This design comes from an exercise in tuning for small area on the open sky130 flow, not from production work. In this exercise RTL edits were held to simulation tests only and were not proved equivalent to the original. No activity file was given, so power comes from the tool's default toggle rates.

Setup of red:
==> flow/design.v (excerpt) <==
module top_oled_driver(
    input           clk_50m,
    input           rst_n,
    input  [63:0]   fixed_char,
    input  [6:0]    fixed_x,
    input  [5:0]    fixed_y,
    input  [63:0]   fixed_char1,
    input  [6:0]    fixed_x1,
    input  [5:0]    fixed_y1,
    input  [63:0]   fixed_char2,
    input  [6:0]    fixed_x2,
    input  [5:0]    fixed_y2,
    input  [15:0]   dy_value,
    input  [6:0]    dy_x,
    input  [5:0]    dy_y,
    input  [15:0]   dy_value1,
    input  [6:0]    dy_x1,
    input  [5:0]    dy_y1,
    input  [15:0]   dy_value2,
    input  [6:0]    dy_x2,
    input  [5:0]    dy_y2,
    output          busy,
    output          iic_scl,
    output          iic_sda,
    output          iic_sda_oe
);
For scale: ~1600 cells after synthesis.
Settings: LEC_CHECK=0, ABC_AREA=1, CAP_MARGIN=5, CORE_MARGIN=2, CORE_UTILIZATION=55, SLEW_MARGIN=5, BUFFER_PORTS_ARGS=-buffer_cell sky130_fd_sc_hd__buf_1, CTS_ARGS=-sink_clustering_enable -repair_clock_nets -buf_list {sky130_fd_sc_hd__clkbuf_16} -sink_clustering_size 28 -sink_clustering_max_diameter 100 -dont_use_dummy_load; clock period 20.0 ns.
standard.sh (not shown) runs the stock make flow with config.mk's settings and CLKGATE_MAP_FILE= SYNTH_SCRIPT=/design/flow/synth_recipe.tcl, a recipe that flattens the netlist after the stock synthesis.
==> flow/flow/run.sh <==
#!/bin/bash
set -euo pipefail
cat >> config.mk <<'EOC'
export BUFFER_PORTS_ARGS = -buffer_cell sky130_fd_sc_hd__buf_1
export CTS_ARGS = -sink_clustering_enable -repair_clock_nets -buf_list {sky130_fd_sc_hd__clkbuf_16} -sink_clustering_size 28 -sink_clustering_max_diameter 100 -dont_use_dummy_load
EOC

# 1. standard synthesis
bash standard.sh synth > synth.log 2>&1
RES=orfs/results/${FLOW_PLATFORM}/top_oled_driver/base
LOGD=orfs/logs/${FLOW_PLATFORM}/top_oled_driver/base
cp $RES/1_2_yosys.v $RES/1_2_yosys_std.v

# re-map combinational logic
YOSYS=yosys
if [ -x "$FLOW_HOME/../tools/install/yosys/bin/yosys" ]; then YOSYS="$FLOW_HOME/../tools/install/yosys/bin/yosys"; fi
export REMAP_LIB="$FLOW_HOME/platforms/sky130hd/lib/sky130_fd_sc_hd__tt_025C_1v80.lib"
export REMAP_IN="$RES/1_2_yosys_std.v"
export REMAP_OUT="$RES/1_2_yosys_remap.v"
export REMAP_ABC="$PWD/flow/remap.abc"
export REMAP_TOP="$FLOW_TOP"
export REMAP_DONT_USE="$(grep -o -- '-dont_use [^ ]*' $LOGD/1_2_yosys.log | sort -u | awk '{print $2}' | tr '\n' ' ')"
$YOSYS -c flow/remap.tcl > remap.log 2>&1
cp $REMAP_OUT $RES/1_2_yosys.v
rm -f $RES/1_synth.odb
bash standard.sh synth > synth_odb.log 2>&1

# 2./3. rest of the standard flow
bash standard.sh > standard.log 2>&1
==> flow/flow/remap.abc <==
strash
&get -n
&dch -f
&nf -R 1000
&put
==> flow/flow/remap.tcl <==
# Re-map the combinational logic of the standard synthesis netlist for area.
# Registers (and every other sequential cell) are kept as they are: same
# instances, names, cell types and connections.
set lib $::env(REMAP_LIB)
set in  $::env(REMAP_IN)
set out $::env(REMAP_OUT)
set abc_script $::env(REMAP_ABC)
set dont_use $::env(REMAP_DONT_USE)

yosys read_liberty -ignore_miss_func $lib
yosys blackbox sky130_fd_sc_hd__df* sky130_fd_sc_hd__edf* sky130_fd_sc_hd__sdf* sky130_fd_sc_hd__sedf* sky130_fd_sc_hd__dl*
yosys read_verilog $in
yosys hierarchy -top $::env(REMAP_TOP)
yosys tee -o remap_before.txt stat -liberty $lib
yosys flatten
# define every library cell again (as blackboxes) so the new cells have port directions
yosys read_liberty -lib -overwrite $lib
yosys opt -purge
yosys setundef -zero
set du {}
foreach c $dont_use { lappend du -dont_use $c }
yosys abc -script $abc_script -liberty $lib {*}$du
yosys splitnets
yosys opt_clean -purge
yosys hilomap -singleton -hicell sky130_fd_sc_hd__conb_1 HI -locell sky130_fd_sc_hd__conb_1 LO
yosys insbuf -buf sky130_fd_sc_hd__buf_4 A X
yosys check -assert -mapped
yosys tee -o remap_after.txt stat -liberty $lib
yosys write_verilog -noattr -nohex -nodec $out
Changes in blue relative to red:
# red
export LEC_CHECK = 0
export ABC_AREA = 1
export CAP_MARGIN = 5
export CORE_MARGIN = 2
export CORE_UTILIZATION = 55
export SLEW_MARGIN = 5
export BUFFER_PORTS_ARGS = -buffer_cell sky130_fd_sc_hd__buf_1
export CTS_ARGS = -sink_clustering_enable -repair_clock_nets -buf_list {sky130_fd_sc_hd__clkbuf_16} -sink_clustering_size 28 -sink_clustering_max_diameter 100 -dont_use_dummy_load
create_clock -name core_clock -period 20.0 [get_ports {clk_50m}]
# blue
export LEC_CHECK = 0
export ABC_AREA = 1
export CAP_MARGIN = 20
export CORE_MARGIN = 2
export CORE_UTILIZATION = 55
export SLEW_MARGIN = 20
export BUFFER_PORTS_ARGS = -buffer_cell sky130_fd_sc_hd__buf_1
export CTS_ARGS = -sink_clustering_enable -repair_clock_nets -buf_list {sky130_fd_sc_hd__clkbuf_16} -sink_clustering_size 34 -sink_clustering_max_diameter 70 -dont_use_dummy_load
create_clock -name core_clock -period 20.0 [get_ports {clk_50m}]
diff --git a/flow/flow/run.sh b/flow/flow/run.sh
--- a/flow/flow/run.sh
+++ b/flow/flow/run.sh
@@ -5 +5 @@
-export CTS_ARGS = -sink_clustering_enable -repair_clock_nets -buf_list {sky130_fd_sc_hd__clkbuf_16} -sink_clustering_size 28 -sink_clustering_max_diameter 100 -dont_use_dummy_load
+export CTS_ARGS = -sink_clustering_enable -repair_clock_nets -buf_list {sky130_fd_sc_hd__clkbuf_16} -sink_clustering_size 34 -sink_clustering_max_diameter 70 -dont_use_dummy_load
==> notes.md <==
The clock slew at the register clock pins of the worst setup and hold paths of blue is lower than that of red. Compared with red, in blue clock tree cell share of total cell area picked up an extra 0.79 points; minimum period implied by the final worst setup slack lost 0.076 ns; cell area reported after detailed placement neither gained nor lost much.
Changes in green relative to blue:
# blue
export LEC_CHECK = 0
export ABC_AREA = 1
export CAP_MARGIN = 20
export CORE_MARGIN = 2
export CORE_UTILIZATION = 55
export SLEW_MARGIN = 20
export BUFFER_PORTS_ARGS = -buffer_cell sky130_fd_sc_hd__buf_1
export CTS_ARGS = -sink_clustering_enable -repair_clock_nets -buf_list {sky130_fd_sc_hd__clkbuf_16} -sink_clustering_size 34 -sink_clustering_max_diameter 70 -dont_use_dummy_load
create_clock -name core_clock -period 20.0 [get_ports {clk_50m}]
# green
export LEC_CHECK = 0
export ABC_AREA = 1
export CAP_MARGIN = 20
export CORE_MARGIN = 2
export CORE_UTILIZATION = 55
export SLEW_MARGIN = 20
export BUFFER_PORTS_ARGS = -buffer_cell sky130_fd_sc_hd__buf_1
export CTS_ARGS = -sink_clustering_enable -repair_clock_nets -buf_list {sky130_fd_sc_hd__clkbuf_16} -sink_clustering_size 28 -sink_clustering_max_diameter 100 -dont_use_dummy_load
create_clock -name core_clock -period 20.0 [get_ports {clk_50m}]
diff --git a/flow/flow/run.sh b/flow/flow/run.sh
--- a/flow/flow/run.sh
+++ b/flow/flow/run.sh
@@ -5 +5 @@
-export CTS_ARGS = -sink_clustering_enable -repair_clock_nets -buf_list {sky130_fd_sc_hd__clkbuf_16} -sink_clustering_size 34 -sink_clustering_max_diameter 70 -dont_use_dummy_load
+export CTS_ARGS = -sink_clustering_enable -repair_clock_nets -buf_list {sky130_fd_sc_hd__clkbuf_16} -sink_clustering_size 28 -sink_clustering_max_diameter 100 -dont_use_dummy_load
Notes after the runs:
- The higher later-pin clock latency in the skew report of blue and green is in blue.
- | tightest hold margin | green vs blue | better |
- green vs blue on number of antenna violations at the first check in global routing: green is the lower one.
### green -> orange
# green
export LEC_CHECK = 0
export ABC_AREA = 1
export CAP_MARGIN = 20
export CORE_MARGIN = 2
export CORE_UTILIZATION = 55
export SLEW_MARGIN = 20
export BUFFER_PORTS_ARGS = -buffer_cell sky130_fd_sc_hd__buf_1
export CTS_ARGS = -sink_clustering_enable -repair_clock_nets -buf_list {sky130_fd_sc_hd__clkbuf_16} -sink_clustering_size 28 -sink_clustering_max_diameter 100 -dont_use_dummy_load
create_clock -name core_clock -period 20.0 [get_ports {clk_50m}]
# orange
export LEC_CHECK = 0
export ABC_AREA = 1
export CAP_MARGIN = 20
export CORE_MARGIN = 2
export CORE_UTILIZATION = 55
export SLEW_MARGIN = 20
export BUFFER_PORTS_ARGS = -buffer_cell sky130_fd_sc_hd__buf_1
export CTS_ARGS = -sink_clustering_enable -repair_clock_nets -buf_list {sky130_fd_sc_hd__clkbuf_16} -sink_clustering_size 30 -sink_clustering_max_diameter 120 -dont_use_dummy_load
create_clock -name core_clock -period 20.0 [get_ports {clk_50m}]
diff --git a/flow/flow/run.sh b/flow/flow/run.sh
--- a/flow/flow/run.sh
+++ b/flow/flow/run.sh
@@ -5 +5 @@
-export CTS_ARGS = -sink_clustering_enable -repair_clock_nets -buf_list {sky130_fd_sc_hd__clkbuf_16} -sink_clustering_size 28 -sink_clustering_max_diameter 100 -dont_use_dummy_load
+export CTS_ARGS = -sink_clustering_enable -repair_clock_nets -buf_list {sky130_fd_sc_hd__clkbuf_16} -sink_clustering_size 30 -sink_clustering_max_diameter 120 -dont_use_dummy_load
## What came out
- orange finished every stage and its layout cleared the timing, design-rule and antenna checks.
- Minimum clock period after layout: orange < green
- For combinational group share of total power, green and orange come out practically identical.
- Diff green -> orange: final layout net count shows no meaningful change, slew at the pin closest to its max-slew limit went up by 0.0031 ns, via density per instance ~0 delta, total design power shrank by about 0.9%.
- The non-clock buffer count of orange and that of green are within noise of each other.
- Delta (orange minus green): design area now sits at about the same level, count of fill cells added during filler insertion now sits lower, switching part of the total power now sits at about the same level.
- Between orange and green, it is orange whose layout overhead on the synthesized area is lower, by 0.15 points.

[what the ideal ports hide]
In the flow no input, the clock included, has a driving cell. The finished layouts below were timed again as built, in two steps.
Step 1, drivers: a clkbuf_16 drives clk_50m and a buf_2 each remaining input, both assumed.
Step 2 also shifts input and output timing later by t, the mid clock arrival at the registers, as if the neighbouring blocks saw the same clock.
Three values: no drivers, after step 1, after step 2; two values: the first two.
| run | shift t [ns] | slack for setup (ns) | slew at the worst register clock pin (ns) | worst data-port slew with drivers (ns) | pins driven straight from the clock port |
|---|---|---|---|---|---|
| red | 0.564 | 13.872 / 13.822 / 13.583 | 0.11 / 0.11 | 0.08 | 1 |
| blue | 0.577 | 13.948 / 13.897 / 13.468 | 0.11 / 0.11 | 0.08 | 1 |
| green | 0.564 | 13.872 / 13.822 / 13.583 | 0.11 / 0.11 | 0.08 | 1 |
| orange | 0.566 | 13.891 / 13.838 / 13.548 | 0.11 / 0.11 | 0.09 | 1 |
After both steps every run listed still meets setup and hold. The setup slack of blue, which loses most, moves by -0.051 ns with the drivers and by -0.480 ns with both steps.
